This is an optimization exercise on Yosys and OpenROAD, whose aim is small area, a short achievable clock period and few clock cycles, not a production implementation. RTL that was checked went through simulation tests only; none was proved equivalent to the original. Only the layout flow was run in runs 4 to 7; the RTL was not checked for function there.

[design/flow/run.sh]
#!/bin/bash
# synth_recipe.tcl (not shown) runs the flow's synth.tcl, then flattens the netlist and writes it again
# the make line also repeats each setting of config.mk as NAME=value (left out here)
make -C /OpenROAD-flow-scripts/flow DESIGN_CONFIG=/design/flow/config.mk WORK_HOME=/design/flow/orfs CLKGATE_MAP_FILE= SYNTH_SCRIPT=/design/flow/synth_recipe.tcl finish
[design/flow/config.mk]
export PLATFORM = sky130hd
export DESIGN_NAME = rsa_encrypt
export DESIGN_NICKNAME = rsa_encrypt
export VERILOG_FILES = /design/flow/design.v
export SDC_FILE = /design/flow/constraint.sdc
export NUM_CORES = 4
export LEC_CHECK = 0
export CAP_MARGIN = 20
export CORE_MARGIN = 2
export CORE_UTILIZATION = 40
export PLACE_DENSITY = 0.6
export SLEW_MARGIN = 20
[design/flow/design.v]
module rsa_encrypt(input clk, reset_n, compute,
                   input [31:0] M, e, n,
                   output logic [31:0] C,
                   output logic encrypt_done);
  logic        busy, first, init, keep, trv, mul, yb, ec;
  logic        sa, sx, zx;    
  logic [4:0]  i;             
  logic [3:0]  j;             
  logic [15:0] acc, X, nr;
  function automatic [4:0] msb32(input [31:0] v);
    msb32 = 5'd0;
    for (int k = 1; k < 32; k++) if (v[k]) msb32 = k[4:0];
  endfunction
  function automatic [3:0] msb16(input [15:0] v);
    msb16 = 4'd0;
    for (int k = 1; k < 16; k++) if (v[k]) msb16 = k[3:0];
  endfunction
  function automatic below16(input [15:0] v);
    below16 = 1'b0;
    for (int k = 0; k < 15; k++) if (v[k+1]) below16 = v[k];
  endfunction
  wire idle = !busy && !encrypt_done;
  always_ff @(posedge clk) if (idle) nr <= n[15:0];
  wire [18:0] xa = zx ? 19'd0 : {2'b0, acc, 1'b0};
  wire [18:0] xb = {3'b0, ({16{sa}} & acc) | ({16{sx}} & X)};
  wire [18:0] z1 = ~{3'b0, nr};
  wire [18:0] z2 = ~{2'b0, nr, 1'b0};
  wire [18:0] s1 = xa ^ xb ^ z1;
  wire [18:0] c1 = {(xa[17:0] & xb[17:0]) | (xa[17:0] & z1[17:0]) | (xb[17:0] & z1[17:0]), 1'b1};
  wire [18:0] s2 = xa ^ xb ^ z2;
  wire [18:0] c2 = {(xa[17:0] & xb[17:0]) | (xa[17:0] & z2[17:0]) | (xb[17:0] & z2[17:0]), 1'b1};
  wire [18:0] t0 = xa + xb;
  wire [18:0] t1 = s1 + c1;    
  wire [18:0] t2 = s2 + c2;    
  wire [15:0] acc_n = !t2[18] ? t2[15:0] : (!t1[18] ? t1[15:0] : t0[15:0]);
  wire [15:0] Yf  = mul ? M[15:0] : (init ? X : acc);    
  wire [15:0] Y   = mul ? M[15:0] : X;                   
  wire y01  = Yf[15:1] == 15'd0;          
  wire fin  = !first && j == 4'd0;
  wire more = !mul && ec;                 
  wire adv  = fin && !more;               
  wire triv = (e[31:1] == 31'd0) || (M[15:1] == 15'd0);    
  logic busy_n, done_n, first_n, init_n, keep_n, mul_n, yb_n;
  logic [3:0] j_n;
  logic [4:0] i_n;
  always_comb begin
    busy_n = busy; done_n = encrypt_done;
    first_n = first; init_n = init; keep_n = keep; mul_n = mul;
    yb_n = yb; j_n = j; i_n = i;
    if (busy) begin
      if ((first && init && trv) || (adv && i == 5'd0)) begin
        busy_n = 1'b0;
        done_n = 1'b1;
      end
      if (first) begin
        first_n = 1'b0;
        init_n = 1'b0;
        keep_n = y01;
        j_n = y01 ? 4'd0 : msb16({1'b0, Yf[15:1]});
        yb_n = below16(Yf);
      end else begin
        j_n = j - 4'd1;
        yb_n = Y[j - 4'd1];
        keep_n = 1'b0;
      end
      if (fin) begin
        first_n = 1'b1;
        mul_n = more;
        if (adv) i_n = i - 5'd1;
      end
    end else begin
      if (encrypt_done) begin
        if (!compute) done_n = 1'b0;
      end else if (compute) busy_n = 1'b1;
      first_n = 1'b1;
      init_n = 1'b1;
      keep_n = 1'b0;
      mul_n = 1'b0;
      i_n = msb32({1'b0, e[31:1]});
    end
  end
  always_ff @(posedge clk, negedge reset_n) begin
    if (!reset_n) begin
      busy <= 1'b0;
      encrypt_done <= 1'b0;
    end else begin
      busy <= busy_n;
      encrypt_done <= done_n;
    end
  end
  always_ff @(posedge clk) begin
    acc <= acc_n;
    ec <= e[i];
    first <= first_n; init <= init_n; keep <= keep_n; mul <= mul_n;
    yb <= yb_n; j <= j_n; i <= i_n;
    sa <= (first_n && !init_n) || keep_n || !busy_n;
    sx <= busy_n && ((first_n && init_n) || (!first_n && !keep_n && yb_n));
    zx <= first_n || keep_n || !busy_n;
    if (busy && first && !init) X <= acc;
    if (!busy) begin
      X <= M[15:0];
      trv <= triv;
    end
  end
  assign C = {16'd0, acc};
endmodule
[design/flow/constraint.sdc]
create_clock -name core_clock -period 5.0 [get_ports {clk}]
set_input_delay 1.0000 -clock core_clock [delete_from_list [all_inputs] [get_ports {clk}]]
set_output_delay 1.0000 -clock core_clock [all_outputs]
set_load 0.01 [all_outputs]
==> results of run 1 <==
## stage by stage
| step | cells | hold slack [ns] | instance area (um2) |
|---|---|---|---|
| floorplan | 813 | 0.510 | 7550 |
| global route | 1110 | 0.630 | 8740 |
| finish | 1110 | 0.571 | 8740 |
| global placement | 1094 | 0.551 | 8450 |
| detailed placement | 1094 | 0.561 | 8450 |
| CTS | 1110 | 0.574 | 8740 |
## per-layer routing
| metal | share of wire | up-vias |
|---|---|---|
| met1 | 0.47 | 2957 |
| met2 | 0.47 | 125 |
| met3 | 0.039 | 22 |
| li1 | - | 3068 |
| met4 | 0.016 | 0 |
| met5 | 0 | - |
## registers in the layout (all words and copies together) (netlist names), 4 cells and up
register / flops
X: 16
j: 4
i: 5
acc: 16
nr: 16
## worst reg2reg max path: cells and delay by family (launching register included)
kind / cells / cell delay (ns)
simple gates: 2 / 0.53
compound gates: 7 / 1.90
buf+inv: 2 / 0.15
flops: 1 / 0.71
fa+ha+maj: 2 / 0.81
## area by class of cell
type,instances,area share
Multi-Input combinational cell,632,0.600
Inverter,72,0.0309
Sequential cell,67,0.203
Clock buffer,11,0.0266
Tap cell,234,0.0335
Timing Repair Buffer,89,0.100
Clock inverter,5,0.00630
## placed cells by master, fill, tap and decap left out, types with 21 or more instances in the layout
master,synthesis,final
a21oi_1,56,56
clkdlybuf4s50_1,0,83
dfxtp_1,23,23
edfxtp_1,42,42
fa_1,33,33
ha_1,52,52
inv_1,71,71
mux2_2,21,21
mux2i_1,30,30
nand2_1,49,49
nor2_1,51,51
nor2b_1,23,23
o21ai_0,37,36
xnor2_1,22,22
## logic make-up after synthesis
kind of cell,count (synthesis),share of synthesized area
flops,67,0.236
buf+inv,114,0.0723
xor+xnor,35,0.0409
other cells,1,0.000500
fa+ha+maj,85,0.175
mux,74,0.139
compound gates,224,0.207
simple gates,198,0.130
## final timing paths
kind                              start            to  slack (ns)  cells after the start
setup / recovery                     sa       acc[15]        0.80                     13
hold / removal             encrypt_done  encrypt_done        0.57                      2
setup reg to reg                     sa       acc[15]        0.80                     13
hold reg to reg            encrypt_done  encrypt_done        0.57                      2
max in group asynchronous       reset_n          busy        4.06                      1
min in group asynchronous       reset_n  encrypt_done        0.82                      1
==> flow_metrics.env, run 1 <==
export IMPL_outcome="finished clean"
export IMPL_clk_pin_slew_ns=0.06
export IMPL_fin_tns_setup_ns=0
export IMPL_cts_buffer_depth=2
export IMPL_synth_flop_cell="edfxtp_1"
export IMPL_postRouteAntennaNets=0
export IMPL_cts_root_buf="clkbuf_16"
export IMPL_crit_path_max_fanout=16
export IMPL_die_x_um=141
export IMPL_vias_per_cell=5.56
export IMPL_cp_arrival_ns=4.43
export IMPL_cts_sinks=67
export IMPL_crit_family="compound AO/OA/AOI/OAI gates"
export IMPL_synth_edff_count=42
export IMPL_drt_pass1_iterations=5
export IMPL_hold_viol=0
export IMPL_dp_hpwl_um=15000
export IMPL_fillers=1791
export IMPL_coreArea_mm2=0.0185
export IMPL_overflow=0
export IMPL_die_area_mm2=0.0198
export IMPL_io_pins=132
export IMPL_worst_pin_slew_ns=1.04
export IMPL_grt_pass1_wl_um=30400
export IMPL_io_buffers=83
export IMPL_yosys_top_cells_area="edfxtp_1 (17%), fa_1 (8.8%), ha_1 (8.7%)"
export IMPL_slowest_stage="dfxtp_1"
export IMPL_ys_seq_area_frac=0.236
export IMPL_synth_seq_cells=67
export IMPL_yosysWarnings=1
export IMPL_grt_use_met2=0.316
export IMPL_grt_pass1_vias=5939
export IMPL_routed_wl_um=18600
export IMPL_cts_buffers=9
export IMPL_async_flop_share=0.0299
export IMPL_clock_skew_ns=0.00709
export IMPL_drive_above_1_share=0.0947
export IMPL_gp_congestion=0.866
export IMPL_final_nets=1055
export IMPL_multi_input_area_mm2=0.00524
export IMPL_grt_use_met3=0.0292
export IMPL_synth_top_cell_area_share=0.168
export IMPL_antenna_found_initial=0
export IMPL_drt_initial_drc_count=331
export IMPL_rows=50
export IMPL_grt_max_degree=24
export IMPL_hold_buffers=0
export IMPL_fmax_ghz=0.238
export IMPL_critPathRequiredTime_ns=5.23
export IMPL_areaGrowthSynthToFinish_pct=16.6
export IMPL_busiest_layer="met2"
export IMPL_synth_cell_types=78
export IMPL_synthCells=798
export IMPL_cp_buffers_inverters=2
export IMPL_hold_path_class="flop to flop"
export IMPL_regArea_mm2=0.00177
export IMPL_path_cells="a22o_1 > inv_1 > fa_1 > inv_1 > ha_1 > nor2b_1 > o21a_1 > o21ai_2 > a211o_1 > a31o_2 > o21a_1 > o41ai_2 > or3_1"
export IMPL_synth_top_cells_by_count="inv_1 (71), a21oi_1 (56), ha_1 (52)"
export IMPL_wl_per_cell_um=16.8
export IMPL_clkLatencyLatePin_ns=0.35
export IMPL_grt_use_total=0.193
export IMPL_syn_area_per_cell_um2=9.39
export IMPL_pre_cts_ws_ns=0.812
export IMPL_initial_utilization=0.405
export IMPL_final_util=0.472
export IMPL_cts_max_level=3
export IMPL_drc=0
export IMPL_netlist_area_mm2=0.00749
export IMPL_start_kind="flop"
export IMPL_die_h_um=141
export IMPL_slew_violations=0
export IMPL_cts_tree="built"
export IMPL_cp_end_kind="flop"
export IMPL_period_share=0.840
export IMPL_cts_setup_buffers=0
export IMPL_vias=6172
export IMPL_max_slew_margin=0.303
export IMPL_fin_crit_ns=4.20
export IMPL_setup_slack_ns=0.800
export IMPL_synth_top_area_cell="edfxtp_1"
export IMPL_antenna_cells=0
export IMPL_path_class="flop to flop"
export IMPL_cap_violations=0
export IMPL_cp_slowest_stage_delay_ns=0.71
export IMPL_cts_resized=0
export IMPL_synth_most_common_cell="inv_1"
export IMPL_setup_viol=0
export IMPL_rsz0062_at_grt="false"
export IMPL_met1_usage=0.264
Testbench counts, summed over its fixed seeds: cycles 5,383.
==> inputs of run 2 (changes only) <==
--- a/design/flow/config.mk
+++ b/design/flow/config.mk
@@ -6,7 +6,9 @@
 export NUM_CORES = 4
 export LEC_CHECK = 0
+export ABC_CLOCK_PERIOD_IN_PS = 3000
 export CAP_MARGIN = 20
 export CORE_MARGIN = 2
 export CORE_UTILIZATION = 40
 export PLACE_DENSITY = 0.6
+export SETUP_SLACK_MARGIN = 1.5
 export SLEW_MARGIN = 20
==> flow_metrics.env, run 2 <==
export IMPL_grt_max_degree=39
export IMPL_ys_seq_area_frac=0.236
export IMPL_setup_slack_ns=1.58
export IMPL_yosys_top_cells_area="edfxtp_1 (17%), fa_1 (8.8%), ha_1 (8.7%)"
export IMPL_synth_cell_types=78
export IMPL_fin_crit_ns=3.42
export IMPL_critPathRequiredTime_ns=5.21
export IMPL_cts_root_buf="clkbuf_16"
export IMPL_hold_buffers=0
export IMPL_setup_viol=0
export IMPL_async_flop_share=0.0299
export IMPL_crit_path_end="acc[14]"
export IMPL_final_cell_mix="clkdlybuf4s50_1 (83), inv_1 (69), a21oi_1 (53)"
export IMPL_synth_top_family_by_area="compound AO/OA/AOI/OAI gates"
export IMPL_period_share=0.685
export IMPL_grt_pass1_wl_um=31200
export IMPL_coreArea_mm2=0.0185
export IMPL_overflow=0
export IMPL_gp_congestion=0.905
export IMPL_synth_compound_area_share=0.207
export IMPL_synth_xor_area_share=0.0409
export IMPL_hold_path_class="flop to flop"
export IMPL_startpoint="X[1]"
export IMPL_reg2reg_to="acc[14]"
export IMPL_rsz0062_at_grt="true"
export IMPL_layout_commonest_cell="clkdlybuf4s50_1"
export IMPL_die_h_um=141
export IMPL_clk_pin_slew_ns=0.06
export IMPL_synthSimpleGateAreaFrac=0.130
export IMPL_synth_adder_area_share=0.175
export IMPL_vias=6321
export IMPL_synth_top_cell_area_share=0.168
export IMPL_yosysWarnings=1
export IMPL_wl_met1_um=8700
export IMPL_cts_buffer_depth=2
export IMPL_clkLatencyLatePin_ns=0.34
export IMPL_cts_buffers=9
export IMPL_routed_wl_um=19400
export IMPL_dr_max_layer_used="met4"
export IMPL_cap_violations=0
export IMPL_slew_violations=0
export IMPL_netlist_area_mm2=0.00749
export IMPL_cp_end_kind="flop"
export IMPL_rows=50
export IMPL_fin_tns_setup_ns=0
export IMPL_top_regs="X: 16 flops, acc: 16 flops, nr: 16 flops"
export IMPL_regArea_mm2=0.00179
export IMPL_synth_top_area_cell="edfxtp_1"
export IMPL_cp_arrival_ns=3.63
export IMPL_vias_per_cell=5.60
export IMPL_drive_above_1_share=0.161
export IMPL_drt_initial_drc_count=445
export IMPL_reg2reg_slack_ns=1.58
export IMPL_die_area_mm2=0.0198
export IMPL_outcome="finished clean"
export IMPL_fillers=1785
export IMPL_final_nets=1074
export IMPL_pre_cts_ws_ns=1.03
export IMPL_multi_input_area_mm2=0.00543
export IMPL_fmax_ghz=0.292
export IMPL_synth_most_common_cell="inv_1"
export IMPL_reg2reg_from="X[1]"
export IMPL_wl_per_cell_um=17.1
export IMPL_dp_hpwl_um=15200
export IMPL_antenna_cells=0
export IMPL_synthCells=798
export IMPL_wl_met3_um=863
export IMPL_areaGrowthSynthToFinish_pct=21.2
export IMPL_synth_top_cells_by_count="inv_1 (71), a21oi_1 (56), ha_1 (52)"
export IMPL_clock_skew_ns=0.00729
export IMPL_reg2reg_depth=14
export IMPL_antenna_found_initial=0
export IMPL_crit_path_max_fanout=3
export IMPL_grt_use_total=0.197
export IMPL_grt_pass1_vias=6195
export IMPL_worst_pin_slew_ns=1.06
export IMPL_synthMuxAreaShare=0.139
export IMPL_io_buffers=83
export IMPL_wl_met2_um=9350
export IMPL_drt_pass1_iterations=5
export IMPL_max_slew_margin=0.289
export IMPL_syn_area_per_cell_um2=9.39
export IMPL_synth_edff_count=42
export IMPL_die_x_um=141
export IMPL_synth_seq_cells=67
export IMPL_io_pins=132
export IMPL_start_kind="flop"
export IMPL_cts_sinks=67
export IMPL_drc=0
export IMPL_initial_utilization=0.405
export IMPL_cts_max_level=3
export IMPL_cts_tree="built"
export IMPL_path_class="flop to flop"
export IMPL_postRouteAntennaNets=0
export IMPL_hold_viol=0
export IMPL_synth_flop_cell="edfxtp_1"
-- run 2: cell count changes in the layout (fill, tap and decap cells not counted), sizes merged --
cell and change:
o21a +1, buf +18, clkinv +2, clkbuf -1, clkinvlp -1
-- run 2: through the flow --
step / hold slack (ns) / cell area [um2] / utilization / instances
6_report: 0.562 / 9080 / 0.491 / 1129
5_1_grt: 0.594 / 9080 / 0.491 / 1129
4_1_cts: 0.567 / 8860 / 0.479 / 1117
3_5_place_dp: 0.552 / 8460 / 0.457 / 1095
3_3_place_gp: 0.546 / 8460 / 0.457 / 1095
2_1_floorplan: 0.510 / 7550 / - / 813
-- run 2: kinds of logic after synthesis --
logic type / count (synthesis)
buffers and inverters: 114
and+or+nand+nor: 198
adders and majority gates: 85
muxes: 74
AOI/OAI and AO/OA: 224
other: 1
DFF: 67
xor gates and xnor gates: 35
-- run 2: layout make-up --
class	count	area share
clock inverters	6	0.00730
multi-input cells	633	0.597
clock buffers	10	0.0252
repair buffers	107	0.111
well taps	234	0.0322
inverters	72	0.0298
flip-flops and latches	67	0.197
-- run 2: worst min-delay path by stage --
stage | end | slack [ns] | startpoint | depth (start not counted)
after detailed placement | encrypt_done | 0.55 | encrypt_done | 2
after global placement | encrypt_done | 0.55 | encrypt_done | 2
final | encrypt_done | 0.56 | encrypt_done | 2
after floorplan | zx | 0.51 | trv | 2
after global routing | ec | 0.59 | i[4] | 1
after CTS | encrypt_done | 0.57 | encrypt_done | 2
-- run 2: layer usage --
layer / GRT usage / vias to the layer above
met5: 0 / -
met4: 0.0626 / 0
met3: 0.0285 / 31
met2: 0.336 / 153
met1: 0.258 / 3029
li1: - / 3108
-- run 2: worst max-delay path, stage by stage (launching register included) --
cell and delay, ns:
edfxtp_1 0.41, a22o_4 0.26, buf_4 0.14, fa_1 0.49
ha_1 0.24, o21ai_2 0.17, a21o_1 0.18, a21oi_2 0.08
o31a_1 0.38, buf_4 0.16, buf_4 0.13, a31o_2 0.25
a21oi_2 0.13, xor2_1 0.16, o22ai_1 0.12
-- run 2: repair_timing --
action,in CTS,in global routing
setup buffers,5,12
gates cloned,1,0
setup endpoints to repair,15,16
gates resized for setup,16,36
pin swaps,2,9
==> inputs of run 3 (changes only) <==
==> design/flow/flow/run.sh (new file) <==
#!/bin/bash
# The standard layout, with the port buffers made from the smallest buffer
# cell instead of the delay cell buffer_ports picks by default.
set -euo pipefail
export BUFFER_PORTS_ARGS="-buffer_cell sky130_fd_sc_hd__buf_1"
bash standard.sh > standard_flow.log 2>&1
==> design/flow/standard.sh (new file) <==
#!/bin/bash
# synth_recipe.tcl (not shown) runs the flow's synth.tcl, then flattens the netlist and writes it again
# the make line also repeats each setting of config.mk as NAME=value (left out here)
make -C /OpenROAD-flow-scripts/flow DESIGN_CONFIG=/design/flow/config.mk WORK_HOME=/design/flow/orfs CLKGATE_MAP_FILE= SYNTH_SCRIPT=/design/flow/synth_recipe.tcl "${@:-finish}"
removed: design/flow/run.sh
==> flow_metrics.env, run 3 <==
export IMPL_layout_commonest_cell="buf_1"
export IMPL_synth_top_cell_area_share=0.168
export IMPL_clock_skew_ns=0.00980
export IMPL_wl_per_cell_um=17.1
export IMPL_synth_most_common_cell="inv_1"
export IMPL_grt_max_degree=29
export IMPL_crit_path_max_fanout=10
export IMPL_final_cell_mix="buf_1 (83), inv_1 (69), a21oi_1 (53)"
export IMPL_reg2reg_from="sa"
export IMPL_regArea_mm2=0.00179
export IMPL_die_area_mm2=0.0198
export IMPL_syn_area_per_cell_um2=9.39
export IMPL_synth_seq_cells=67
export IMPL_hold_buffers=0
export IMPL_die_x_um=141
export IMPL_antenna_cells=0
export IMPL_async_flop_share=0.0299
export IMPL_yosysWarnings=1
export IMPL_fin_tns_setup_ns=0
export IMPL_yosys_top_cells_area="edfxtp_1 (17%), fa_1 (8.8%), ha_1 (8.7%)"
export IMPL_antenna_found_initial=0
export IMPL_cp_arrival_ns=3.70
export IMPL_io_buffers=83
export IMPL_synth_edff_count=42
export IMPL_fin_hold_ws_ns=0.430
export IMPL_io_pins=132
export IMPL_dp_hpwl_um=15300
export IMPL_fmax_ghz=0.290
export IMPL_slew_violations=0
export IMPL_rsz0062_at_grt="true"
export IMPL_drc=0
export IMPL_cp_end_kind="flop"
export IMPL_postRouteAntennaNets=0
export IMPL_cts_root_buf="clkbuf_16"
export IMPL_grt_use_met3=0.0329
export IMPL_clk_pin_slew_ns=0.06
export IMPL_vias_per_cell=5.57
export IMPL_hold_viol=0
export IMPL_setup_slack_ns=1.55
export IMPL_initial_utilization=0.405
export IMPL_routed_wl_um=19300
export IMPL_areaGrowthSynthToFinish_pct=14.4
export IMPL_period_share=0.689
export IMPL_busiest_layer="met2"
export IMPL_vias=6286
export IMPL_outcome="finished clean"
export IMPL_grt_pass1_vias=6009
export IMPL_start_kind="flop"
export IMPL_final_nets=1073
export IMPL_ys_seq_area_frac=0.236
export IMPL_drt_initial_drc_count=449
export IMPL_die_h_um=141
export IMPL_rows=50
export IMPL_cts_max_level=3
export IMPL_hold_path_class="input port to async pin"
export IMPL_fillers=1818
export IMPL_netlist_area_mm2=0.00749
export IMPL_cts_tree="built"
export IMPL_top_regs="X: 16 flops, acc: 16 flops, nr: 16 flops"
export IMPL_grt_pass1_wl_um=30900
export IMPL_drt_pass1_iterations=4
export IMPL_synth_flop_cell="edfxtp_1"
export IMPL_pre_cts_ws_ns=0.865
export IMPL_synthCells=798
export IMPL_drive_above_1_share=0.158
export IMPL_synth_top_area_cell="edfxtp_1"
export IMPL_final_util=0.463
export IMPL_cts_buffers=9
export IMPL_critPathRequiredTime_ns=5.25
export IMPL_cts_sinks=67
export IMPL_path_class="flop to flop"
export IMPL_overflow=0
export IMPL_setup_viol=0
export IMPL_cts_buffer_depth=2
export IMPL_met1_usage=0.264
export IMPL_coreArea_mm2=0.0185
export IMPL_grt_use_met2=0.329
export IMPL_max_slew_margin=0.354
export IMPL_gp_congestion=0.917
export IMPL_grt_use_total=0.196
export IMPL_startpoint="sa"
export IMPL_synth_cell_types=78
export IMPL_fin_crit_ns=3.45
export IMPL_clkLatencyLatePin_ns=0.35
export IMPL_multi_input_area_mm2=0.00543
export IMPL_worst_pin_slew_ns=0.968
export IMPL_synth_top_cells_by_count="inv_1 (71), a21oi_1 (56), ha_1 (52)"
export IMPL_cap_violations=0
-- run 3: cell counts after synthesis --
Identical to the previous run, type by type.
-- run 3: layout make-up --
| class | instances | area share |
|---|---|---|
| multi-input combinational | 633 | 0.633 |
| sequential | 67 | 0.209 |
| tap | 234 | 0.0341 |
| timing repair buffer | 106 | 0.0565 |
| clock inverter | 5 | 0.00671 |
| inverter | 72 | 0.0315 |
| clock buffer | 11 | 0.0296 |
-- run 3: worst max-delay path: stages (launching register included) --
cell,delay [ns]
dfxtp_4,0.38
buf_4,0.18
a22o_4,0.29
fa_1,0.52
ha_4,0.31
o21a_1,0.14
o21a_1,0.11
nor2_1,0.05
a211o_1,0.32
a31o_4,0.28
o21a_4,0.27
o31a_1,0.29
mux2i_1,0.20
-- run 3: final timing paths --
kind	end	slack (ns)	depth (start not counted)
min in group core_clock	encrypt_done	0.55	2
setup / recovery	acc[12]	1.55	12
hold / removal	encrypt_done	0.43	1
setup reg to reg	acc[12]	1.55	12
hold reg to reg	encrypt_done	0.55	2
max in group asynchronous	busy	4.43	1
-- run 3: repair_timing --
item,4_1_cts,5_1_grt
cloned,1,0
endpoints found under the setup margin,16,17
resized for setup,25,25
buffers inserted,6,11
pin swaps,6,11
-- run 3: cell families (layout without fill, tap and decap cells) --
| family | after synthesis | count (layout) | share of synthesized area |
|---|---|---|---|
| adders and majority gates | 85 | 85 | 0.175 |
| xor gates and xnor gates | 35 | 35 | 0.0409 |
| buffers and inverters | 114 | 194 | 0.0723 |
| muxes | 74 | 74 | 0.139 |
| DFF | 67 | 67 | 0.236 |
| AOI/OAI and AO/OA | 224 | 225 | 0.207 |
| and+or+nand+nor | 198 | 198 | 0.130 |
| other | 1 | 16 | 0.000500 |
-- run 3: metrics by stage --
stage / cell area, um2 / instances
6_report: 8580 / 1128
5_1_grt: 8580 / 1128
4_1_cts: 8380 / 1117
3_3_place_gp: 7930 / 1094
2_1_floorplan: 7550 / 813
3_5_place_dp: 7930 / 1094
-- run 3: metal layers --
metal	up-vias	wire, um
li1	3102	-
met1	3011	8790
met2	151	9350
met3	22	897
met4	0	282
met5	-	0
==> inputs of run 4 (changes only) <==
--- a/design/flow/design.v
+++ b/design/flow/design.v
@@ -5,4 +5,5 @@
   logic        busy, first, init, keep, trv, mul, yb, ec;
   logic        sa, sx, zx;    
+  logic        nz;            
   logic [4:0]  i;             
   logic [3:0]  j;             
@@ -21,9 +22,10 @@
   endfunction
   wire idle = !busy && !encrypt_done;
-  always_ff @(posedge clk) if (idle) nr <= n[15:0];
+  always_ff @(posedge clk) nr <= n[15:0];
+  wire [15:0] nb = nz ? nr : 16'd0;
   wire [18:0] xa = zx ? 19'd0 : {2'b0, acc, 1'b0};
   wire [18:0] xb = {3'b0, ({16{sa}} & acc) | ({16{sx}} & X)};
-  wire [18:0] z1 = ~{3'b0, nr};
-  wire [18:0] z2 = ~{2'b0, nr, 1'b0};
+  wire [18:0] z1 = ~{3'b0, nb};
+  wire [18:0] z2 = ~{2'b0, nb, 1'b0};
   wire [18:0] s1 = xa ^ xb ^ z1;
   wire [18:0] c1 = {(xa[17:0] & xb[17:0]) | (xa[17:0] & z1[17:0]) | (xb[17:0] & z1[17:0]), 1'b1};
@@ -97,4 +99,5 @@
     sx <= busy_n && ((first_n && init_n) || (!first_n && !keep_n && yb_n));
     zx <= first_n || keep_n || !busy_n;
+    nz <= busy_n && !first_n && !keep_n;
     if (busy && first && !init) X <= acc;
     if (!busy) begin
--- a/design/flow/config.mk
+++ b/design/flow/config.mk
@@ -6,5 +6,4 @@
 export NUM_CORES = 4
 export LEC_CHECK = 0
-export ABC_CLOCK_PERIOD_IN_PS = 3000
 export CAP_MARGIN = 20
 export CORE_MARGIN = 2
==> flow_metrics.env, run 4 <==
export IMPL_crit_path_max_fanout=12
export IMPL_hold_path_class="input port to async pin"
export IMPL_vias_per_cell=5.50
export IMPL_cts_root_buf="clkbuf_16"
export IMPL_postRouteAntennaNets=0
export IMPL_synth_top_cell_area_share=0.114
export IMPL_final_nets=1038
export IMPL_cts_buffers=9
export IMPL_antenna_found_initial=0
export IMPL_areaGrowthSynthToFinish_pct=18.1
export IMPL_cts_max_level=3
export IMPL_io_buffers=83
export IMPL_layout_commonest_cell="buf_1"
export IMPL_rows=48
export IMPL_yosysWarnings=1
export IMPL_synth_flop_cell="dfxtp_1"
export IMPL_path_cells="a22o_2 > fa_1 > ha_2 > or4_4 > o221a_4 > o41ai_4 > o2bb2ai_2 > o21ba_4 > buf_12 > clkinvlp_4 > nand2_2 > mux2i_1"
export IMPL_slowest_stage="fa_1"
export IMPL_placed_cells=1040
export IMPL_clock_skew_ns=0.0109
export IMPL_synth_top_cells_by_count="nand2_1 (64), a21oi_1 (54), nor2_1 (54)"
export IMPL_drt_pass1_iterations=5
export IMPL_fmax_ghz=0.283
export IMPL_ys_seq_area_frac=0.232
export IMPL_cts_tree="built"
export IMPL_rsz0062_at_grt="true"
export IMPL_synthCells=753
export IMPL_synth_seq_cells=68
export IMPL_reg2reg_to="acc[0]"
export IMPL_final_cell_mix="buf_1 (83), nand2_1 (63), nor2_1 (54)"
export IMPL_coreArea_mm2=0.0172
export IMPL_overflow=0
export IMPL_grt_pass1_vias=5782
export IMPL_hold_viol=0
export IMPL_io_pins=132
export IMPL_clkLatencyLatePin_ns=0.36
export IMPL_fin_tns_setup_ns=0
export IMPL_synth_most_common_cell="nand2_1"
export IMPL_grt_max_degree=30
export IMPL_vias=5963
export IMPL_reg2reg_slack_ns=1.47
export IMPL_fin_crit_ns=3.53
export IMPL_slew_violations=0
export IMPL_reg2reg_depth=12
export IMPL_reg2reg_from="sa"
export IMPL_start_kind="flop"
export IMPL_fillers=1658
export IMPL_period_share=0.706
export IMPL_async_flop_share=0.0294
export IMPL_antenna_cells=0
export IMPL_routed_wl_um=19000
export IMPL_grt_use_total=0.210
export IMPL_worst_pin_slew_ns=0.810
export IMPL_cp_arrival_ns=3.80
export IMPL_dp_hpwl_um=14100
export IMPL_netlist_area_mm2=0.00702
export IMPL_die_area_mm2=0.0186
export IMPL_synth_edff_count=26
export IMPL_cp_end_kind="flop"
export IMPL_critPathRequiredTime_ns=5.28
export IMPL_synth_cell_types=69
export IMPL_initial_utilization=0.407
export IMPL_finalNonFillerCells=1084
export IMPL_grt_pass1_wl_um=30100
export IMPL_top_regs="X: 16 flops, acc: 16 flops, nr: 16 flops"
export IMPL_syn_area_per_cell_um2=9.32
export IMPL_wl_per_cell_um=17.5
export IMPL_drive_above_1_share=0.173
export IMPL_cap_violations=0
export IMPL_drc=0
export IMPL_setup_viol=0
export IMPL_cts_sinks=68
export IMPL_synth_top_area_cell="dfxtp_1"
export IMPL_outcome="finished clean"
export IMPL_die_x_um=136
export IMPL_gp_congestion=0.859
export IMPL_cp_slowest_stage_delay_ns=0.49
export IMPL_clk_pin_slew_ns=0.06
export IMPL_drt_initial_drc_count=423
export IMPL_die_h_um=136
export IMPL_cts_buffer_depth=2
export IMPL_path_class="flop to flop"
export IMPL_max_slew_margin=0.459
export IMPL_yosys_top_cells_area="dfxtp_1 (11%), edfxtp_1 (11%), fa_1 (9.4%)"
[run 4: metal layers]
| metal | up-vias | wire length (um) | track usage |
|---|---|---|---|
| met5 | - | 0 | 0 |
| met4 | 0 | 380 | 0.0579 |
| met3 | 26 | 953 | 0.0399 |
| met2 | 167 | 8800 | 0.346 |
| met1 | 2782 | 8810 | 0.281 |
| li1 | 2988 | - | - |
[run 4: cells by family (layout without fill, tap and decap cells)]
kind of cell / count (synthesis) / count (layout) / share of synthesized area
simple gates: 212 / 212 / 0.147
mux: 62 / 62 / 0.127
xor+xnor: 37 / 37 / 0.0462
fa+ha+maj: 85 / 85 / 0.187
flops: 68 / 68 / 0.232
buf+inv: 74 / 162 / 0.0547
compound gates: 214 / 217 / 0.205
other cells: 1 / 16 / 0.000534
[run 4: layout make-up]
| cell class | count | area, um2 | area share |
|---|---|---|---|
| inverters | 30 | 116 | 0.0140 |
| clock inverters | 5 | 38.8 | 0.00468 |
| flip-flops and latches | 68 | 1650 | 0.199 |
| multi-input cells | 629 | 5370 | 0.648 |
| clock buffers | 11 | 233 | 0.0281 |
| well taps | 225 | 282 | 0.0340 |
| repair buffers | 116 | 604 | 0.0729 |
[run 4: what timing repair did]
item,CTS,global route
pin swaps,18,6
setup buffers,19,5
hold buffers,0,0
resized for setup,50,13
gates cloned,4,0
endpoints found under the hold margin,0,0
endpoints found under the setup margin,16,16
[run 4: how the worst max path moves through the flow]
stage / from / to / slack (ns) / cells after the start
after global placement: sa / acc[0] / 0.80 / 12
after CTS: sa / acc[0] / 1.47 / 13
final: sa / acc[0] / 1.47 / 12
after floorplan: sa / acc[13] / 1.49 / 14
after detailed placement: sa / acc[0] / 0.76 / 12
after global routing: sa / acc[0] / 1.35 / 12
[run 4: metrics by stage]
stage	area [um2]	hold WS (ns)	util	setup WS, ns
2_1_floorplan	7160	0.532	-	1.49
3_3_place_gp	7520	0.518	0.437	0.797
3_5_place_dp	7520	0.523	0.437	0.759
4_1_cts	8200	0.409	0.476	1.47
5_1_grt	8290	0.424	0.481	1.35
6_report	8290	0.416	0.481	1.47
[run 4: critical path: cells and delay by family (launching register included)]
kind                       cells  cell delay (ns)
DFF                            1             0.40
adders and majority gates      2             0.71
and+or+nand+nor                2             0.59
muxes                          1             0.20
buffers and inverters          2             0.32
AOI/OAI and AO/OA              5             1.21
==> inputs of run 5 (changes only) <==
--- a/design/flow/config.mk
+++ b/design/flow/config.mk
@@ -10,4 +10,4 @@
 export CORE_UTILIZATION = 40
 export PLACE_DENSITY = 0.6
-export SETUP_SLACK_MARGIN = 1.5
+export SETUP_SLACK_MARGIN = 1.9
 export SLEW_MARGIN = 20
==> flow_metrics.env, run 5 <==
export IMPL_outcome="finished clean"
export IMPL_clkLatencyLatePin_ns=0.34
export IMPL_reg2reg_slack_ns=1.46
export IMPL_synthMuxAreaShare=0.127
export IMPL_final_cell_mix="buf_1 (83), nand2_1 (63), nor2_1 (54)"
export IMPL_path_class="flop to flop"
export IMPL_io_buffers=83
export IMPL_hold_viol=0
export IMPL_wl_met1_um=8880
export IMPL_overflow=0
export IMPL_antenna_cells=0
export IMPL_drt_pass1_iterations=5
export IMPL_die_area_mm2=0.0186
export IMPL_synth_top_cells_by_count="nand2_1 (64), a21oi_1 (54), nor2_1 (54)"
export IMPL_vias=6027
export IMPL_vias_per_cell=5.58
export IMPL_postRouteAntennaNets=0
export IMPL_grt_max_degree=43
export IMPL_dp_hpwl_um=14000
export IMPL_cts_buffer_depth=2
export IMPL_initial_utilization=0.407
export IMPL_die_x_um=136
export IMPL_synthSimpleGateAreaFrac=0.147
export IMPL_async_flop_share=0.0294
export IMPL_fmax_ghz=0.283
export IMPL_setup_slack_ns=1.46
export IMPL_synth_flop_cell="dfxtp_1"
export IMPL_synth_top_cell_area_share=0.114
export IMPL_slew_violations=0
export IMPL_synth_top_family_by_area="compound AO/OA/AOI/OAI gates"
export IMPL_placed_cell_area_mm2=0.00751
export IMPL_grt_pass1_vias=5837
export IMPL_synth_top_area_cell="dfxtp_1"
export IMPL_start_kind="flop"
export IMPL_drive_above_1_share=0.166
export IMPL_synth_most_common_cell="nand2_1"
export IMPL_crit_path_max_fanout=8
export IMPL_syn_area_per_cell_um2=9.32
export IMPL_grt_pass1_wl_um=30600
export IMPL_drt_initial_drc_count=305
export IMPL_ys_seq_area_frac=0.232
export IMPL_synth_cell_types=69
export IMPL_top_regs="X: 16 flops, acc: 16 flops, nr: 16 flops"
export IMPL_wl_met3_um=806
export IMPL_synthCells=753
export IMPL_setup_viol=0
export IMPL_io_pins=132
export IMPL_cap_violations=0
export IMPL_areaGrowthSynthToFinish_pct=17.7
export IMPL_yosysWarnings=1
export IMPL_wl_met2_um=8620
export IMPL_synth_edff_count=26
export IMPL_routed_wl_um=18800
export IMPL_cts_buffers=9
export IMPL_critPathRequiredTime_ns=5.26
export IMPL_wl_per_cell_um=17.4
export IMPL_grt_use_total=0.211
export IMPL_cts_root_buf="clkbuf_16"
export IMPL_reg2reg_depth=13
export IMPL_hold_path_class="input port to async pin"
export IMPL_cts_sinks=68
export IMPL_cts_max_level=3
export IMPL_fin_crit_ns=3.54
export IMPL_cp_arrival_ns=3.80
export IMPL_clk_pin_slew_ns=0.06
export IMPL_netlist_area_mm2=0.00702
export IMPL_reg2reg_from="acc[5]"
export IMPL_final_util=0.479
export IMPL_final_area_mm2=0.00826
export IMPL_final_nets=1035
export IMPL_worst_pin_slew_ns=0.526
export IMPL_clock_skew_ns=0.00761
export IMPL_drc=0
export IMPL_gp_congestion=0.846
export IMPL_cp_end_kind="flop"
export IMPL_fin_tns_setup_ns=0
export IMPL_dr_max_layer_used="met4"
export IMPL_reg2reg_to="acc[14]"
export IMPL_die_h_um=136
export IMPL_period_share=0.707
export IMPL_yosys_top_cells_area="dfxtp_1 (11%), edfxtp_1 (11%), fa_1 (9.4%)"
export IMPL_antenna_found_initial=0
export IMPL_coreArea_mm2=0.0172
export IMPL_rsz0062_at_grt="true"
export IMPL_max_slew_margin=0.646
export IMPL_synth_adder_area_share=0.187
export IMPL_cts_tree="built"
export IMPL_pre_cts_ws_ns=0.709
export IMPL_synth_seq_cells=68
export IMPL_synth_xor_area_share=0.0462
export IMPL_rows=48
export IMPL_layout_commonest_cell="buf_1"
export IMPL_synth_compound_area_share=0.205
## run 5: cell counts after synthesis
Identical to the previous run, type by type.
## run 5: worst max-delay path by stage
stage          slack [ns]  endpoint  startpoint  cells after the start
5_1_grt              1.36   acc[14]          sa                     13
4_1_cts              1.49   acc[15]        X[2]                     13
3_3_place_gp         0.77    acc[0]          zx                     12
3_5_place_dp         0.71    acc[0]          zx                     12
2_1_floorplan        1.54   acc[10]          sa                     15
6_report             1.46   acc[14]      acc[5]                     13
## run 5: per-stage QoR
stage | instances | hold WS [ns]
5_1_grt | 1081 | 0.428
3_3_place_gp | 1038 | 0.517
3_5_place_dp | 1038 | 0.522
2_1_floorplan | 768 | 0.532
4_1_cts | 1073 | 0.422
6_report | 1081 | 0.429
## run 5: what timing repair did
action                     4_1_cts  5_1_grt
buffers inserted                15        8
gates resized for setup         50        8
hold buffers                     0        0
setup endpoints to repair       16       18
pin swaps                        8        6
gates cloned                     4        0
## run 5: cell families (layout without fill, tap and decap cells)
group                      count (synthesis)  after routing
xor gates and xnor gates                  37             37
muxes                                     62             62
adders and majority gates                 85             85
and+or+nand+nor                          212            212
AOI/OAI and AO/OA                        214            217
DFF                                       68             68
other                                      1             16
buffers and inverters                     74            159
## run 5: final cells by class
class,count,area (um2)
clock inverter,4,50.0
inverter,30,116
clock buffer,12,236
timing repair buffer,113,578
sequential,68,1650
fill,1653,8980
tap,225,282
multi-input combinational,629,5350
## run 5: metal layers
metal / up-vias / global-route usage
met5: - / 0
met4: 0 / 0.0706
met3: 37 / 0.0343
met2: 170 / 0.337
met1: 2842 / 0.291
li1: 2978 / -
## run 5: worst max-delay path: stages, from the launching register on
cell,delay (ns)
dfxtp_1,0.43
nor2b_2,0.32
fa_1,0.48
ha_1,0.38
nand3_1,0.12
a21oi_2,0.05
or4b_4,0.50
a31oi_4,0.23
o21ai_4,0.09
a211oi_4,0.25
buf_4,0.16
o41a_4,0.21
o211ai_1,0.11
o21ai_1,0.12
==> inputs of run 6 (changes only) <==
--- a/design/flow/design.v
+++ b/design/flow/design.v
@@ -5,5 +5,4 @@
   logic        busy, first, init, keep, trv, mul, yb, ec;
   logic        sa, sx, zx;    
-  logic        nz;            
   logic [4:0]  i;             
   logic [3:0]  j;             
@@ -21,18 +20,33 @@
     for (int k = 0; k < 15; k++) if (v[k+1]) below16 = v[k];
   endfunction
+  function automatic [18:0] add19(input [18:0] a, input [18:0] b, input ci);
+    logic [18:0] g, p, gg, pp, g2, p2;
+    g = a & b;
+    p = a ^ b;
+    gg = g; pp = p;
+    gg[0] = g[0] | (p[0] & ci);
+    for (int d = 1; d < 19; d = d * 2) begin
+      g2 = gg; p2 = pp;
+      for (int k = d; k < 19; k++) begin
+        g2[k] = gg[k] | (pp[k] & gg[k-d]);
+        p2[k] = pp[k] & pp[k-d];
+      end
+      gg = g2; pp = p2;
+    end
+    add19 = p ^ {gg[17:0], ci};
+  endfunction
   wire idle = !busy && !encrypt_done;
-  always_ff @(posedge clk) nr <= n[15:0];
-  wire [15:0] nb = nz ? nr : 16'd0;
+  always_ff @(posedge clk) if (idle) nr <= n[15:0];
   wire [18:0] xa = zx ? 19'd0 : {2'b0, acc, 1'b0};
   wire [18:0] xb = {3'b0, ({16{sa}} & acc) | ({16{sx}} & X)};
-  wire [18:0] z1 = ~{3'b0, nb};
-  wire [18:0] z2 = ~{2'b0, nb, 1'b0};
+  wire [18:0] z1 = ~{3'b0, nr};
+  wire [18:0] z2 = ~{2'b0, nr, 1'b0};
   wire [18:0] s1 = xa ^ xb ^ z1;
   wire [18:0] c1 = {(xa[17:0] & xb[17:0]) | (xa[17:0] & z1[17:0]) | (xb[17:0] & z1[17:0]), 1'b1};
   wire [18:0] s2 = xa ^ xb ^ z2;
   wire [18:0] c2 = {(xa[17:0] & xb[17:0]) | (xa[17:0] & z2[17:0]) | (xb[17:0] & z2[17:0]), 1'b1};
-  wire [18:0] t0 = xa + xb;
-  wire [18:0] t1 = s1 + c1;    
-  wire [18:0] t2 = s2 + c2;    
+  wire [18:0] t0 = add19(xa, xb, 1'b0);
+  wire [18:0] t1 = add19(s1, c1, 1'b0);    
+  wire [18:0] t2 = add19(s2, c2, 1'b0);    
   wire [15:0] acc_n = !t2[18] ? t2[15:0] : (!t1[18] ? t1[15:0] : t0[15:0]);
   wire [15:0] Yf  = mul ? M[15:0] : (init ? X : acc);    
@@ -99,5 +113,4 @@
     sx <= busy_n && ((first_n && init_n) || (!first_n && !keep_n && yb_n));
     zx <= first_n || keep_n || !busy_n;
-    nz <= busy_n && !first_n && !keep_n;
     if (busy && first && !init) X <= acc;
     if (!busy) begin
==> design/flow/run.sh (new file) <==
#!/bin/bash
# synth_recipe.tcl (not shown) runs the flow's synth.tcl, then flattens the netlist and writes it again
# the make line also repeats each setting of config.mk as NAME=value (left out here)
make -C /OpenROAD-flow-scripts/flow DESIGN_CONFIG=/design/flow/config.mk WORK_HOME=/design/flow/orfs CLKGATE_MAP_FILE= SYNTH_SCRIPT=/design/flow/synth_recipe.tcl finish
--- a/design/flow/config.mk
+++ b/design/flow/config.mk
@@ -10,4 +10,4 @@
 export CORE_UTILIZATION = 40
 export PLACE_DENSITY = 0.6
-export SETUP_SLACK_MARGIN = 1.9
+export SETUP_SLACK_MARGIN = 2.0
 export SLEW_MARGIN = 20
removed: design/flow/flow/run.sh
removed: design/flow/standard.sh
==> flow_metrics.env, run 6 <==
export IMPL_drt_initial_drc_count=457
export IMPL_cap_violations=0
export IMPL_crit_path_max_fanout=6
export IMPL_overflow=0
export IMPL_layout_commonest_cell="clkdlybuf4s50_1"
export IMPL_slowest_stage="fa_1"
export IMPL_cts_sinks=67
export IMPL_async_flop_share=0.0299
export IMPL_finalNonFillerCells=1099
export IMPL_final_cell_mix="clkdlybuf4s50_1 (83), inv_1 (54), a21oi_1 (44)"
export IMPL_drt_pass1_iterations=5
export IMPL_grt_use_total=0.212
export IMPL_drc=0
export IMPL_yosys_top_cells_area="edfxtp_1 (17%), fa_1 (9.1%), ha_1 (8.8%)"
export IMPL_crit_family="compound AO/OA/AOI/OAI gates"
export IMPL_synth_edff_count=42
export IMPL_top_regs="X: 16 flops, acc: 16 flops, nr: 16 flops"
export IMPL_rsz0062_at_grt="true"
export IMPL_fin_hold_ws_ns=0.587
export IMPL_die_x_um=139
export IMPL_areaGrowthSynthToFinish_pct=28.3
export IMPL_ys_seq_area_frac=0.245
export IMPL_regArea_mm2=0.00178
export IMPL_cp_end_kind="flop"
export IMPL_hold_viol=0
export IMPL_met1_usage=0.289
export IMPL_worst_pin_slew_ns=0.913
export IMPL_drive_above_1_share=0.214
export IMPL_grt_max_degree=41
export IMPL_wl_per_cell_um=18.9
export IMPL_coreArea_mm2=0.0178
export IMPL_cp_slowest_stage_delay_ns=0.47
export IMPL_synth_most_common_cell="a21oi_1"
export IMPL_clk_pin_slew_ns=0.06
export IMPL_synth_top_cell_area_share=0.174
export IMPL_rows=49
export IMPL_die_h_um=139
export IMPL_syn_area_per_cell_um2=9.60
export IMPL_fillers=1559
export IMPL_cts_max_level=3
export IMPL_antenna_cells=0
export IMPL_synth_top_area_cell="edfxtp_1"
export IMPL_grt_use_met2=0.348
export IMPL_final_nets=1048
export IMPL_cts_root_buf="clkbuf_16"
export IMPL_clkLatencyLatePin_ns=0.35
export IMPL_synth_flop_cell="edfxtp_1"
export IMPL_busiest_layer="met2"
export IMPL_outcome="finished clean"
export IMPL_max_slew_margin=0.391
export IMPL_cp_arrival_ns=3.79
export IMPL_hold_buffers=0
export IMPL_routed_wl_um=20700
export IMPL_grt_pass1_vias=6248
export IMPL_dp_hpwl_um=15200
export IMPL_hold_path_class="flop to flop"
export IMPL_die_area_mm2=0.0192
export IMPL_cts_buffer_depth=2
export IMPL_synth_top_cells_by_count="a21oi_1 (57), inv_1 (55), ha_1 (51)"
export IMPL_fmax_ghz=0.281
export IMPL_synth_seq_cells=67
export IMPL_slew_violations=0
export IMPL_netlist_area_mm2=0.00724
export IMPL_initial_utilization=0.406
export IMPL_clock_skew_ns=0.0112
export IMPL_setup_viol=0
export IMPL_cts_tree="built"
export IMPL_grt_pass1_wl_um=32600
export IMPL_multi_input_area_mm2=0.00545
export IMPL_antenna_found_initial=0
export IMPL_vias=6267
export IMPL_fin_crit_ns=3.56
export IMPL_startpoint="sa"
export IMPL_synthCells=755
export IMPL_gp_congestion=0.906
export IMPL_vias_per_cell=5.70
export IMPL_placed_cells=1055
export IMPL_path_cells="buf_8 > a22o_1 > inv_2 > fa_1 > fa_2 > nor2b_4 > o31ai_4 > a211oi_4 > o31ai_4 > o21ai_2 > a31o_4 > buf_12 > buf_16 > nand2_1 > o21ai_1 > o21ai_1"
export IMPL_cts_buffers=9
export IMPL_pre_cts_ws_ns=0.926
export IMPL_final_util=0.521
export IMPL_postRouteAntennaNets=0
export IMPL_yosysWarnings=1
export IMPL_setup_slack_ns=1.44
export IMPL_io_buffers=83
export IMPL_reg2reg_from="sa"
export IMPL_synth_cell_types=76
export IMPL_worstHoldStart="i[4]"
export IMPL_io_pins=132
export IMPL_grt_use_met3=0.0397
export IMPL_critPathRequiredTime_ns=5.24
export IMPL_period_share=0.712
export IMPL_start_kind="flop"
export IMPL_fin_tns_setup_ns=0
export IMPL_path_class="flop to flop"
export IMPL_cp_buffers_inverters=4
-- run 6: cell count changes after synthesis, sizes merged, moves of 8 or more --
cell and change:
inv +25, nand2 -24, dfxtp -17, edfxtp +16, xnor2 +9, a211oi +8
o211ai -8
-- run 6: logic make-up (layout without fill, tap and decap cells) --
family | after synthesis | in the layout | synth area share
muxes | 67 | 67 | 0.135
and+or+nand+nor | 199 | 199 | 0.142
xor gates and xnor gates | 39 | 39 | 0.0472
buffers and inverters | 95 | 195 | 0.0655
other | 1 | 16 | 0.000518
AOI/OAI and AO/OA | 203 | 203 | 0.186
adders and majority gates | 84 | 84 | 0.179
DFF | 67 | 67 | 0.245
-- run 6: layout make-up --
class	count	area share
tap	229	0.0308
multi-input combinational	608	0.586
timing repair buffer	124	0.138
clock buffer	9	0.0242
clock inverter	7	0.00740
sequential	67	0.191
inverter	55	0.0222
-- run 6: timing repair --
action / 4_1_cts / 5_1_grt
resized for setup: 56 / 28
setup endpoints to repair: 17 / 18
pin swaps: 15 / 21
gates cloned: 1 / 3
setup buffers: 16 / 8
-- run 6: path summary, 6_finish.rpt --
path,endpoint,slack (ns),depth (start not counted)
worst max-delay path,acc[13],1.44,16
worst min-delay path,ec,0.59,1
worst max register to register,acc[13],1.44,16
worst min register to register,ec,0.59,1
max in group asynchronous,encrypt_done,4.07,1
min in group asynchronous,busy,0.81,1
-- run 6: worst reg2reg max path, delay by kind of cell (launching register included) --
kind	cells	cell delay, ns
AO/OA/AOI/OAI	8	1.48
adder cells (fa/ha/maj)	2	0.90
buffers and inverters	4	0.50
flip-flops	1	0.36
AND/OR/NAND/NOR	2	0.21
-- run 6: per-stage QoR --
stage	instance area, um2
global placement	8340
floorplan	7420
CTS	9050
finish	9300
global route	9300
detailed placement	8340
-- run 6: metal layers --
layer | part of all wire | wire length [um]
met1 | 0.46 | 9440
met2 | 0.48 | 9860
met3 | 0.051 | 1060
met4 | 0.017 | 359
met5 | 0 | 0
==> inputs of run 7 (changes only) <==
==> design/flow/design.v (replaced) <==
module rsa_encrypt(input clk, reset_n, compute,
                   input [31:0] M, e, n,
                   output logic [31:0] C,
                   output logic encrypt_done);
  logic        busy, first, keep, trv, mul, yb, ec;
  logic [4:0]  i;             
  logic [3:0]  j;             
  logic [15:0] A, B, X, nr;
  function automatic [4:0] msb32(input [31:0] v);
    msb32 = 5'd0;
    for (int k = 1; k < 32; k++) if (v[k]) msb32 = k[4:0];
  endfunction
  function automatic [3:0] msb16(input [15:0] v);
    msb16 = 4'd0;
    for (int k = 1; k < 16; k++) if (v[k]) msb16 = k[3:0];
  endfunction
  function automatic below16(input [15:0] v);
    below16 = 1'b0;
    for (int k = 0; k < 15; k++) if (v[k+1]) below16 = v[k];
  endfunction
  function automatic [18:0] add19(input [18:0] a, input [18:0] b);
    logic [18:0] g, p, gg, pp, g2, p2;
    g = a & b;
    p = a ^ b;
    gg = g; pp = p;
    for (int d = 1; d < 19; d = d * 2) begin
      g2 = gg; p2 = pp;
      for (int k = d; k < 19; k++) begin
        g2[k] = gg[k] | (pp[k] & gg[k-d]);
        p2[k] = pp[k] & pp[k-d];
      end
      gg = g2; pp = p2;
    end
    add19 = p ^ {gg[17:0], 1'b0};
  endfunction
  wire idle = !busy && !encrypt_done;
  always_ff @(posedge clk) if (idle) nr <= n[15:0];
  wire [18:0] xa = {2'b0, A, 1'b0};
  wire [18:0] xb = {3'b0, B};
  wire [18:0] z1 = ~{3'b0, nr};
  wire [18:0] z2 = ~{2'b0, nr, 1'b0};
  wire [18:0] s1 = xa ^ xb ^ z1;
  wire [18:0] c1 = {(xa[17:0] & xb[17:0]) | (xa[17:0] & z1[17:0]) | (xb[17:0] & z1[17:0]), 1'b1};
  wire [18:0] s2 = xa ^ xb ^ z2;
  wire [18:0] c2 = {(xa[17:0] & xb[17:0]) | (xa[17:0] & z2[17:0]) | (xb[17:0] & z2[17:0]), 1'b1};
  wire [18:0] t0 = add19(xa, xb);
  wire [18:0] t1 = add19(s1, c1);    
  wire [18:0] t2 = add19(s2, c2);    
  wire [15:0] acc_n = !t2[18] ? t2[15:0] : (!t1[18] ? t1[15:0] : t0[15:0]);
  wire [15:0] Yf  = mul ? M[15:0] : B;       
  wire [15:0] Y   = mul ? M[15:0] : X;       
  wire y01  = Yf[15:1] == 15'd0;          
  wire fin  = !first && j == 4'd0;
  wire more = !mul && ec;                 
  wire adv  = fin && !more;               
  wire triv = (e[31:1] == 31'd0) || (M[15:1] == 15'd0);    
  logic busy_n, done_n, first_n, keep_n, mul_n, yb_n;
  logic [3:0] j_n;
  logic [4:0] i_n;
  logic [15:0] X_n;
  always_comb begin
    busy_n = busy; done_n = encrypt_done;
    first_n = first; keep_n = keep; mul_n = mul;
    yb_n = yb; j_n = j; i_n = i; X_n = X;
    if (busy) begin
      if ((first && trv) || (adv && i == 5'd0)) begin
        busy_n = 1'b0;
        done_n = 1'b1;
      end
      if (first) begin
        X_n = B;
        first_n = 1'b0;
        keep_n = y01;
        j_n = y01 ? 4'd0 : msb16({1'b0, Yf[15:1]});
        yb_n = below16(Yf) && !y01;
      end else begin
        j_n = j - 4'd1;
        yb_n = Y[j - 4'd1];
        keep_n = 1'b0;
      end
      if (fin) begin
        first_n = 1'b1;
        mul_n = more;
        if (adv) i_n = i - 5'd1;
      end
    end else begin
      if (encrypt_done) begin
        if (!compute) done_n = 1'b0;
      end else if (compute) busy_n = 1'b1;
      X_n = M[15:0];
      first_n = 1'b1;
      keep_n = 1'b0;
      mul_n = 1'b0;
      i_n = msb32({1'b0, e[31:1]});
    end
  end
  wire a_acc = busy_n && !first_n && !keep_n;           
  wire b_acc = (busy_n && first_n && busy) || keep_n || !busy_n;
  wire b_X   = (busy_n && !busy) || (a_acc && yb_n);    
  always_ff @(posedge clk, negedge reset_n) begin
    if (!reset_n) begin
      busy <= 1'b0;
      encrypt_done <= 1'b0;
    end else begin
      busy <= busy_n;
      encrypt_done <= done_n;
    end
  end
  always_ff @(posedge clk) begin
    ec <= e[i];
    first <= first_n; keep <= keep_n; mul <= mul_n;
    yb <= yb_n; j <= j_n; i <= i_n;
    X <= X_n;
    A <= a_acc ? acc_n : 16'd0;
    B <= ({16{b_acc}} & acc_n) | ({16{b_X}} & X_n);
    if (!busy) trv <= triv;
  end
  assign C = {16'd0, B};
endmodule
==> flow_metrics.env, run 7 <==
export IMPL_reg2reg_from="B[0]"
export IMPL_cp_arrival_ns=3.46
export IMPL_drt_pass1_iterations=5
export IMPL_cts_tree="built"
export IMPL_die_area_mm2=0.0205
export IMPL_max_slew_margin=0.569
export IMPL_critPathRequiredTime_ns=5.30
export IMPL_crit_family="compound AO/OA/AOI/OAI gates"
export IMPL_routed_wl_um=21300
export IMPL_cts_max_level=3
export IMPL_synth_edff_count=26
export IMPL_slew_violations=0
export IMPL_antenna_found_initial=0
export IMPL_synth_top_area_cell="dfxtp_1"
export IMPL_finalNonFillerCells=1252
export IMPL_cap_violations=0
export IMPL_drc=0
export IMPL_io_buffers=83
export IMPL_fin_tns_setup_ns=0
export IMPL_dr_max_layer_used="met4"
export IMPL_synth_cell_types=83
export IMPL_yosys_top_cells_area="dfxtp_1 (13%), edfxtp_1 (10%), fa_1 (8.5%)"
export IMPL_die_x_um=143
export IMPL_ys_seq_area_frac=0.239
export IMPL_pre_cts_ws_ns=0.897
export IMPL_synth_seq_cells=79
export IMPL_fmax_ghz=0.316
export IMPL_vias_per_cell=5.33
export IMPL_fin_hold_ws_ns=0.559
export IMPL_cts_buffer_depth=2
export IMPL_outcome="finished clean"
export IMPL_gp_congestion=0.869
export IMPL_antenna_cells=0
export IMPL_overflow=0
export IMPL_final_nets=1171
export IMPL_reg2reg_slack_ns=1.84
export IMPL_cts_sinks=79
export IMPL_grt_pass1_vias=6365
export IMPL_hold_end="encrypt_done"
export IMPL_postRouteAntennaNets=0
export IMPL_wl_met3_um=760
export IMPL_dp_hpwl_um=15800
export IMPL_path_class="flop to flop"
export IMPL_initial_utilization=0.411
export IMPL_synth_top_cell_area_share=0.132
export IMPL_clock_skew_ns=0.00835
export IMPL_drt_initial_drc_count=288
export IMPL_hold_depth=2
export IMPL_worst_pin_slew_ns=0.642
export IMPL_placed_cells=1194
export IMPL_grt_pass1_wl_um=33500
export IMPL_synth_most_common_cell="inv_1"
export IMPL_syn_area_per_cell_um2=8.89
export IMPL_worstHoldStart="encrypt_done"
export IMPL_clk_pin_slew_ns=0.06
export IMPL_path_cells="ha_1 > fa_2 > a211oi_4 > o21a_2 > nor3_4 > nor3_4 > nor2_4 > buf_6 > buf_6 > o31a_1 > nor3_2 > a211o_1"
export IMPL_hold_buffers=0
export IMPL_fin_crit_ns=3.16
export IMPL_drive_above_1_share=0.208
export IMPL_wl_per_cell_um=17.0
export IMPL_rsz0062_at_grt="true"
export IMPL_crit_path_max_fanout=9
export IMPL_synth_flop_cell="dfxtp_1"
export IMPL_coreArea_mm2=0.0188
export IMPL_reg2reg_depth=12
export IMPL_async_flop_share=0.0253
export IMPL_grt_use_total=0.211
export IMPL_reg2reg_to="B[15]"
export IMPL_cp_buffers_inverters=2
export IMPL_hold_path_class="flop to flop"
export IMPL_vias=6667
export IMPL_synthCells=871
export IMPL_slowest_stage="dfxtp_1"
export IMPL_layout_commonest_cell="inv_1"
export IMPL_yosysWarnings=1
export IMPL_wl_met2_um=10500
export IMPL_start_kind="flop"
export IMPL_cts_root_buf="clkbuf_16"
export IMPL_rows=50
export IMPL_cp_slowest_stage_delay_ns=0.57
export IMPL_clkLatencyLatePin_ns=0.36
export IMPL_die_h_um=143
export IMPL_areaGrowthSynthToFinish_pct=28.9
export IMPL_period_share=0.632
export IMPL_netlist_area_mm2=0.00774
export IMPL_setup_slack_ns=1.84
export IMPL_synth_top_cells_by_count="inv_1 (114), nor2_1 (75), a21oi_1 (70)"
export IMPL_grt_max_degree=48
export IMPL_io_pins=132
export IMPL_final_cell_mix="inv_1 (101), nor2_1 (72), clkdlybuf4s50_1 (71)"
export IMPL_final_area_mm2=0.00998
export IMPL_cp_end_kind="flop"
export IMPL_hold_viol=0
export IMPL_cts_buffers=9
export IMPL_placed_cell_area_mm2=0.00877
export IMPL_wl_met1_um=9650
export IMPL_setup_viol=0
==> run 7: per-layer routing <==
metal	vias to the layer above	track usage
met1	3215	0.275
met3	24	0.0362
li1	3307	-
met4	0	0.0641
met2	121	0.360
met5	-	0
==> run 7: repair_timing <==
item	4_1_cts	5_1_grt
gates resized for setup	99	45
setup buffers	23	18
endpoints found under the setup margin	32	32
gates cloned	1	0
pin swaps	30	29
==> run 7: worst reg2reg max path, stage by stage, from the launching register on <==
cell      delay [ns]
dfxtp_1         0.57
ha_1            0.37
fa_2            0.45
a211oi_4        0.27
o21a_2          0.24
nor3_4          0.08
nor3_4          0.22
nor2_4          0.06
buf_6           0.12
buf_6           0.12
o31a_1          0.33
nor3_2          0.16
a211o_1         0.11
==> run 7: how the worst max path moves through the flow <==
stage	startpoint	endpoint	slack, ns	cells after the start
global route	nr[1]	B[0]	1.75	15
CTS	A[0]	A[15]	1.82	13
global placement	M[14]	B[9]	0.95	9
detailed placement	M[14]	B[9]	0.90	9
floorplan	B[9]	B[14]	1.98	12
finish	B[0]	B[15]	1.84	12
==> run 7: cell type report <==
type,count,area [um2]
Clock buffer,12,278
Clock inverter,4,32.5
Fill cell,1747,8850
Inverter,115,435
Multi-Input combinational cell,650,5750
Sequential cell,79,1900
Tap cell,260,325
Timing Repair Buffer,132,1270
==> run 7: logic make-up (layout without fill, tap and decap cells) <==
family	after synthesis	in the layout	synth area share
other cells	1	16	0.000484
xor+xnor	44	44	0.0498
buf+inv	158	263	0.0979
mux	61	61	0.110
fa+ha+maj	85	85	0.169
flops	79	79	0.239
simple gates	223	224	0.147
compound gates	220	220	0.187
==> run 7: per-stage QoR <==
step / util
2_1_floorplan: -
3_3_place_gp: 0.466
3_5_place_dp: 0.466
4_1_cts: 0.514
5_1_grt: 0.530
6_report: 0.530

## port drivers added, routing unchanged
The results above use ideal ports. As a check the final layouts listed here were re-extracted and re-timed, cells and wires unchanged.
Step 1: set_driving_cell puts a clkbuf_16 on clk and a buf_2 on each other input, an assumption about the parent block.
Step 2 also shifts input and output timing later by t, the mid clock arrival at the registers, as if the neighbouring blocks saw the same clock.
Three values: ideal ports, drivers, drivers and shift; two values: the first two.
run	t, ns	setup slack, ns	latest minus earliest clock arrival (ns)	slew at the worst register clock pin (ns)
run 1	0.386	0.800 / 0.800 / 0.800	0.007 / 0.007	0.06 / 0.06
run 2	0.386	1.577 / 1.577 / 1.577	0.007 / 0.007	0.06 / 0.06
run 3	0.383	1.554 / 1.554 / 1.554	0.010 / 0.010	0.07 / 0.07
run 4	0.392	1.471 / 1.471 / 1.471	0.011 / 0.011	0.06 / 0.06
run 5	0.380	1.464 / 1.464 / 1.464	0.009 / 0.009	0.06 / 0.06
run 6	0.388	1.441 / 1.441 / 1.441	0.011 / 0.011	0.06 / 0.06
run 7	0.400	1.840 / 1.840 / 1.601	0.009 / 0.009	0.07 / 0.07
After both steps setup and hold are still met in every run listed. For run 7, which loses most, drivers alone change the setup slack by 0.000 ns; drivers and shift together by -0.239 ns.
